Context: an optimization exercise on an open-source flow, tuned for small area. The choices shown serve that exercise and are no tape-out recipe.
Function was checked by simulation only, so behaviour that the tests miss may differ from the original.
The clock port is modelled as an ideal driver, which makes a skipped or thinned clock tree look cheaper than it is; a real chip needs a root buffer or a tree.
Power and IR drop assume default switching activity.

==> build 10: inputs <==
==> flow/design.v <==
module top(
  input clk,
  input rst_n,
  input din_rx,
  output dout_tx_s1,
  output dout_tx_s2,
  output [31:0] addr_tx_s1,
  output [31:0] addr_tx_s2
    );
  reg [3:0] rp;
  reg [5:0] rc1;
  wire r_idle = ~rp[3] & rp[1] & ~rp[0];                     
  wire r_stop = ~rp[3] & ~rp[1] & rp[0];                     
  wire rc1_51 = ~rc1[5] & ~rc1[4] & ~rc1[3] & ~rc1[2];       
  wire strobe = rp[3] & rc1_51;                              
  wire rx_done = r_stop & din_rx & rc1_51;                   
  always @(posedge clk) begin
    if (!rst_n)
      rp <= 4'd2;
    else if (r_idle) begin
      if (!din_rx) rp <= 4'd7;
    end else if (r_stop) begin
      if (din_rx & rc1_51) rp <= 4'd2;
    end else if (rc1_51)
      rp <= rp + 4'd1;
  end
  always @(posedge clk) begin
    if (r_idle)
      rc1 <= 6'd27;
    else if (rc1_51) begin
      if (!r_stop) rc1 <= 6'd5;
    end else if (!r_stop | din_rx)
      rc1 <= {rc1[4:0], rc1[5] ^ rc1[4]};
  end
  reg [3:0] k;
  reg [1:0] sel;        
  reg pw;               
  reg pw_seen;          
  reg [15:0] wd;        
  reg [31:0] wan;       
  reg [1:0] b;
  reg [3:0] p;
  reg [5:0] c;
  reg [1:0] gn;         
  wire idle  = b[1] & ~b[0];
  wire byte0 = ~b[1] & ~b[0];
  wire byte1 = ~b[1] & b[0];
  wire byte2 = b[1] & b[0];
  wire p_wait = ~p[3] & p[2];                   
  wire p_stop = ~p[3] & ~p[1] & p[0];           
  wire c50 = c[5] & ~c[4] & c[3] & ~c[2] & c[1];
  wire c_m2 = ~c[4] & ~c[3] & ~c[2] & ~c[1] & ~c[0];
  wire c_m1 = ~c[5] & ~c[4] & ~c[3] & ~c[2] & ~c[1];
  wire release_parser = byte1 & p_wait & c_m1;
  wire k_wait = ~k[3] & ~k[2];                  
  wire k_last = k[3] & k[2] & k[1] & k[0];      
  wire start = rx_done & k_last & (pw | pw_seen);
  always @(posedge clk) begin
    if (!rst_n) begin
      k <= 4'd6;
      pw_seen <= 0;
    end else begin
      if (k_wait) begin
        if (release_parser) k <= 4'd6;
      end else if (rx_done)
        k <= k + 4'd1;
      if (rx_done & k_last)
        pw_seen <= pw_seen | pw;
    end
  end
  always @(posedge clk) begin
    if (strobe & ~k[3] & ~k[0]) begin            
      if (rp[2:0] == 3'd0) sel[0] <= din_rx;
      if (rp[2:0] == 3'd1) sel[1] <= din_rx;
    end
    if (strobe & ~k[3] & k[0] & (rp[2:0] == 3'd0))    
      pw <= din_rx;
  end
  wire wd_rx  = strobe & pw & k[3] & ~k[2] & ~k[1];
  wire wd_tx  = c50 & p[3] & ~b[1];
  always @(posedge clk) begin
    if (wd_rx | wd_tx)
      wd <= {wd_rx ? din_rx : wd[0], wd[15:1]};
    if (strobe & pw & k[3] & k[2])
      wan <= {~din_rx, wan[31:1]};
  end
  always @(posedge clk) begin
    if (start) begin
      p <= 4'd7;
      c <= 6'd47;
    end else if (c50) begin
      if (p_stop) begin
        p <= 4'd7;
        c <= 6'd48;
      end else begin
        p <= p + 4'd1;
        c <= 6'd2;
      end
    end else
      c <= {c[4:0], c[5] ^ c[4]};
  end
  always @(posedge clk) begin
    if (!rst_n)
      b <= 2'b10;
    else if (start)
      b <= 2'b00;
    else if (~idle & c50 & p_stop)
      b <= {b[0], ~b[1]};      
  end
  always @(posedge clk) begin
    if (!rst_n)
      gn <= 2'b11;
    else if (p_wait & c_m2) begin
      if (byte0) gn <= ~{sel == 2'b01, sel == 2'b10};
      else if (byte2) gn <= 2'b11;
    end
  end
  reg tx1, tx2;
  always @(posedge clk) begin
    if (!rst_n) begin
      tx1 <= 0;
      tx2 <= 0;
    end else if (idle | p_stop) begin
      tx1 <= 1;
      tx2 <= 1;
    end else if (c50) begin
      if (p_wait) begin
        tx1 <= 0;
        tx2 <= 0;
      end else if (p[3]) begin
        tx1 <= ~gn[0] & wd[0];
        tx2 <= ~gn[1] & wd[0];
      end
    end
  end
  assign dout_tx_s1 = tx1;
  assign dout_tx_s2 = tx2;
  wire [31:0] an = {wan[7:0], wan[15:8], wan[23:16], wan[31:24]};
  assign addr_tx_s1 = ~(an | {32{gn[0]}});
  assign addr_tx_s2 = ~(an | {32{gn[1]}});
endmodule
==> flow/flow/run.sh <==
#!/bin/bash
set -euo pipefail
bash standard.sh synth > synth.log 2>&1
bash standard.sh \
  "BUFFER_PORTS_ARGS=-buffer_cell sky130_fd_sc_hd__buf_1" \
  "CTS_ARGS=-sink_clustering_enable -repair_clock_nets -dont_use_dummy_load -buf_list sky130_fd_sc_hd__clkbuf_8" \
  "RECOVER_POWER=100" \
  finish > layout.log 2>&1
==> flow/standard.sh <==
#!/bin/bash
# synth_recipe.tcl (not shown) runs the flow's synth.tcl, then flattens the netlist and writes it again
# the make line also repeats each setting of config.mk as NAME=value (left out here)
make -C /OpenROAD-flow-scripts/flow DESIGN_CONFIG=/design/flow/config.mk WORK_HOME=/design/flow/orfs CLKGATE_MAP_FILE= SYNTH_SCRIPT=/design/flow/synth_recipe.tcl "${@:-finish}"
==> flow/config.mk <==
export PLATFORM = sky130hd
export DESIGN_NAME = top
export DESIGN_NICKNAME = top
export VERILOG_FILES = /design/flow/design.v
export SDC_FILE = /design/flow/constraint.sdc
export NUM_CORES = 4
export LEC_CHECK = 0
export CAP_MARGIN = 0
export CORE_MARGIN = 2
export CORE_UTILIZATION = 60
export PLACE_DENSITY = 0.8
export SLEW_MARGIN = 0
==> flow/constraint.sdc <==
create_clock -name core_clock -period 5.0 [get_ports {clk}]
set_input_delay 1.0000 -clock core_clock [delete_from_list [all_inputs] [get_ports {clk}]]
set_output_delay 1.0000 -clock core_clock [all_outputs]
set_load 0.01 [all_outputs]
==> build 2: changes against build 10 <==
==> flow/flow/run.sh (replaced) <==
#!/bin/bash
set -euo pipefail
bash standard.sh synth > synth.log 2>&1
bash standard.sh \
  "BUFFER_PORTS_ARGS=-buffer_cell sky130_fd_sc_hd__buf_1" \
  "CTS_ARGS=-sink_clustering_enable -repair_clock_nets -dont_use_dummy_load -buf_list sky130_fd_sc_hd__clkbuf_8" \
  finish > layout.log 2>&1
==> build 12: changes against build 10 <==
--- a/flow/design.v
+++ b/flow/design.v
@@ -10,18 +10,17 @@
   reg [3:0] rp;
   reg [5:0] rc1;
-  wire r_idle = ~rp[3] & rp[1] & ~rp[0];                     
-  wire r_stop = ~rp[3] & ~rp[1] & rp[0];                     
+  wire r_idle = rp[3] & ~rp[2] & rp[1];                      
+  wire r_stop = rp[3] & rp[1] & ~rp[0];                      
+  wire r_data = ~rp[1] | (~rp[2] & ~rp[0]) | (~rp[3] & rp[0]);
+  wire r_bit0 = rp[3] & rp[2];                               
+  wire r_bit1 = rp[3] & rp[0];                               
   wire rc1_51 = ~rc1[5] & ~rc1[4] & ~rc1[3] & ~rc1[2];       
-  wire strobe = rp[3] & rc1_51;                              
+  wire strobe = r_data & rc1_51;                             
   wire rx_done = r_stop & din_rx & rc1_51;                   
   always @(posedge clk) begin
-    if (!rst_n)
-      rp <= 4'd2;
-    else if (r_idle) begin
-      if (!din_rx) rp <= 4'd7;
-    end else if (r_stop) begin
-      if (din_rx & rc1_51) rp <= 4'd2;
-    end else if (rc1_51)
-      rp <= rp + 4'd1;
+    if (!rst_n | rx_done)
+      rp <= 4'd11;
+    else if (r_idle ? !din_rx : (rc1_51 & ~r_stop))
+      rp <= {rp[2:0], rp[3] ^ rp[0]};
   end
   always @(posedge clk) begin
@@ -53,16 +52,16 @@
   wire c_m1 = ~c[5] & ~c[4] & ~c[3] & ~c[2] & ~c[1];
   wire release_parser = byte1 & p_wait & c_m1;
-  wire k_wait = ~k[3] & ~k[2];                  
-  wire k_last = k[3] & k[2] & k[1] & k[0];      
+  wire k_wait = k[2] & ~k[1] & k[0];            
+  wire k_last = k[2] & k[1] & ~k[0];            
   wire start = rx_done & k_last & (pw | pw_seen);
   always @(posedge clk) begin
     if (!rst_n) begin
-      k <= 4'd6;
+      k <= 4'd12;
       pw_seen <= 0;
     end else begin
       if (k_wait) begin
-        if (release_parser) k <= 4'd6;
+        if (release_parser) k <= 4'd12;
       end else if (rx_done)
-        k <= k + 4'd1;
+        k <= {k[2:0], k[3] ^ k[0]};
       if (rx_done & k_last)
         pw_seen <= pw_seen | pw;
@@ -70,17 +69,17 @@
   end
   always @(posedge clk) begin
-    if (strobe & ~k[3] & ~k[0]) begin            
-      if (rp[2:0] == 3'd0) sel[0] <= din_rx;
-      if (rp[2:0] == 3'd1) sel[1] <= din_rx;
+    if (strobe & k[3] & k[2] & ~k[1]) begin      
+      if (r_bit0) sel[0] <= din_rx;
+      if (r_bit1) sel[1] <= din_rx;
     end
-    if (strobe & ~k[3] & k[0] & (rp[2:0] == 3'd0))    
+    if (strobe & k[3] & ~k[2] & k[0] & r_bit0)    
       pw <= din_rx;
   end
-  wire wd_rx  = strobe & pw & k[3] & ~k[2] & ~k[1];
+  wire wd_rx  = strobe & pw & ~k[3] & ~k[0];         
   wire wd_tx  = c50 & p[3] & ~b[1];
   always @(posedge clk) begin
     if (wd_rx | wd_tx)
       wd <= {wd_rx ? din_rx : wd[0], wd[15:1]};
-    if (strobe & pw & k[3] & k[2])
+    if (strobe & pw & k[1] & (k[0] | k[2]))           
       wan <= {~din_rx, wan[31:1]};
   end
==> flow/flow/run.sh (replaced) <==
#!/bin/bash
# The standard layout (standard.sh, standard synthesis) with three
# changes: the port buffers are the smallest buffer cell, the clock tree is a
# single level of buffers built by flow/cts_pre.tcl, and after the clock tree
# cells with spare slack are shrunk (flow/cts_post.tcl).
set -euo pipefail
F=$(pwd)/flow
bash standard.sh synth > synth.log 2>&1
MY_CTS_NBUF=3 MY_CTS_CELL=sky130_fd_sc_hd__clkbuf_16 bash standard.sh \
  "BUFFER_PORTS_ARGS=-buffer_cell sky130_fd_sc_hd__buf_1" \
  "PRE_CTS_TCL=$F/cts_pre.tcl" \
  "POST_CTS_TCL=$F/cts_post.tcl" \
  finish > layout.log 2>&1
==> flow/flow/cts_post.tcl (new file) <==
# Shrink cells that have timing slack to spare, then fix any slew or
# capacitance limit that the shrinking broke.
estimate_parasitics -placement
repair_timing -recover_power 100 -verbose
repair_design -verbose
detailed_placement
==> flow/flow/cts_pre.tcl (new file) <==
set cts_nbuf $::env(MY_CTS_NBUF)
set cts_cell $::env(MY_CTS_CELL)
set block [ord::get_db_block]
set db [ord::get_db]
set clknet [$block findNet clk]
set pts {}
foreach it [$clknet getITerms] {
  set inst [$it getInst]
  set box [$inst getBBox]
  lappend pts [list [expr {([$box xMin] + [$box xMax]) / 2.0}] [expr {([$box yMin] + [$box yMax]) / 2.0}] $it]
}
set n [llength $pts]
set sorted [lsort -real -index 0 $pts]
set cent {}
for {set g 0} {$g < $cts_nbuf} {incr g} {
  set e [lindex $sorted [expr {int(($g + 0.5) * $n / $cts_nbuf)}]]
  lappend cent [list [lindex $e 0] [lindex $e 1]]
}
set cap [expr {int(ceil(double($n) / $cts_nbuf))}]
for {set iter 0} {$iter < 50} {incr iter} {
  # balanced assignment: points in order of their best-distance, capped per cluster
  set cand {}
  foreach p $pts {
    for {set g 0} {$g < $cts_nbuf} {incr g} {
      set c [lindex $cent $g]
      lappend cand [list [expr {abs([lindex $p 0] - [lindex $c 0]) + abs([lindex $p 1] - [lindex $c 1])}] $g [lindex $p 2] [lindex $p 0] [lindex $p 1]]
    }
  }
  set cand [lsort -real -index 0 $cand]
  array unset asg
  array unset cnt
  for {set g 0} {$g < $cts_nbuf} {incr g} { set cnt($g) 0; set sx($g) 0.0; set sy($g) 0.0 }
  foreach c $cand {
    set it [lindex $c 2]
    if {[info exists asg($it)]} continue
    set g [lindex $c 1]
    if {$cnt($g) >= $cap} continue
    set asg($it) $g
    incr cnt($g)
    set sx($g) [expr {$sx($g) + [lindex $c 3]}]
    set sy($g) [expr {$sy($g) + [lindex $c 4]}]
  }
  set cent {}
  for {set g 0} {$g < $cts_nbuf} {incr g} {
    lappend cent [list [expr {$sx($g) / max(1, $cnt($g))}] [expr {$sy($g) / max(1, $cnt($g))}]]
  }
}
set master [$db findMaster $cts_cell]
for {set g 0} {$g < $cts_nbuf} {incr g} {
  set inst [odb::dbInst_create $block $master "clkbuf_leaf_$g"]
  set net [odb::dbNet_create $block "clknet_leaf_$g"]
  $net setSigType CLOCK
  [$inst findITerm A] connect $clknet
  [$inst findITerm X] connect $net
  set c [lindex $cent $g]
  set w [$master getWidth]
  $inst setLocation [expr {int([lindex $c 0])}] [expr {int([lindex $c 1])}]
  $inst setPlacementStatus PLACED
  set gnet($g) $net
}
foreach p $pts {
  set it [lindex $p 2]
  $it disconnect
  $it connect $gnet($asg($it))
}
puts "my_cts: $n sinks in $cts_nbuf clusters of [array get cnt] driven by $cts_cell"
rename clock_tree_synthesis orfs_clock_tree_synthesis
proc clock_tree_synthesis {args} {
  set_propagated_clock [all_clocks]
}
--- a/flow/config.mk
+++ b/flow/config.mk
@@ -8,5 +8,5 @@
 export CAP_MARGIN = 0
 export CORE_MARGIN = 2
-export CORE_UTILIZATION = 60
-export PLACE_DENSITY = 0.8
+export CORE_UTILIZATION = 70
+export PLACE_DENSITY = 0.9
 export SLEW_MARGIN = 0
==> run summary <==
                                                                       build 12                   build 2                       build 10
Fraction of area in multi-input gates                                     29.9%                     31.1%                          30.5%
Number of non-clock buffers                                                   -                        69                             69
Drt first-iter violations                                                   171                        89                            124
Sum of met2 wire segment lengths after detailed routing                 3110 um                   2980 um                        2910 um
Arrival time at the worst endpoint                                      2.69 ns                   1.72 ns                        3.37 ns
Start-to-end type of the worst setup path                input pin to flip-flop  flip-flop to output port         flip-flop to flip-flop
CTS hold repair buffers                                                       -                         0                              0
Cell area after placement                                              3650 um2                  3760 um2                       3760 um2
# nets final                                                                381                       387                            387
Clk sink count                                                                -                        82                             82
Post-Layout Cell Count                                                      421                       443                            443
Non-clk invs                                                                 10                        13                             13
GR Util met1                                                              31.4%                     25.6%                          25.6%
Category of the worst setup path launch point                         input pin                 flip-flop                      flip-flop
Capturing point of the worst reg2reg path                                 wd[1]                     wd[1]                        wan[11]
Critical path destination                                                  b[1]             addr_tx_s1[2]                        wan[11]
Cell area after technology mapping                                     3370 um2                  3480 um2                       3480 um2
Run status                                             timing/DRC/antenna clean  timing/DRC/antenna clean                failed layout checks
Layout check failures                                                         -                         -  capacitance limit, slew limit
Placed Instances                                                            418                       434                            434
Setup crit start                                                         din_rx                     gn[0]                         rc1[4]
Share of the synthesized area in the top cell type                        45.5%                     44.0%                          44.0%
Maximum VDD drop                                                     0.000233 V                0.000254 V                     0.000254 V
Overall routed net length                                               6330 um                   6300 um                        6270 um
Die outline height                                                      73.4 um                   80.2 um                        80.2 um
Power drawn by the clock network                                       0.264 mW                  0.356 mW                       0.355 mW
Routed vias/inst                                                           5.74                      5.51                           5.46
Netlist cell types                                                           44                        55                             55
In build 12 the design's own scripts or RTL, not TritonCTS, make the clock network.

==> separate check: timing with driven ports <==
In the flow no input, the clock included, has a driving cell. The finished layouts below were timed again as built, in two steps. Step 1, drivers: a clkbuf_16 drives clk and a buf_2 each remaining input, both assumed. Step 2 times the ports against the registers' clock, not the clock port: input delays grow and output delays shrink by t, the midpoint of the rising clock arrivals with the driver on. Three values: ideal, step 1, step 2; two values: the first two.
| run | shift t [ns] | setup slack, ns | worst hold slack (ns) |
|---|---|---|---|
| build 10 | 0.368 | 1.566 / 1.566 / 1.566 | 0.420 / 0.420 / 0.420 |
| build 2 | 0.368 | 2.278 / 2.250 / 2.570 | 0.420 / 0.420 / 0.420 |
| build 12 | 0.217 | 2.313 / 2.339 / 2.135 | 0.428 / 0.428 / 0.428 |
For build 12, which loses most, drivers alone change the setup slack by +0.026 ns; drivers and shift together by -0.178 ns.
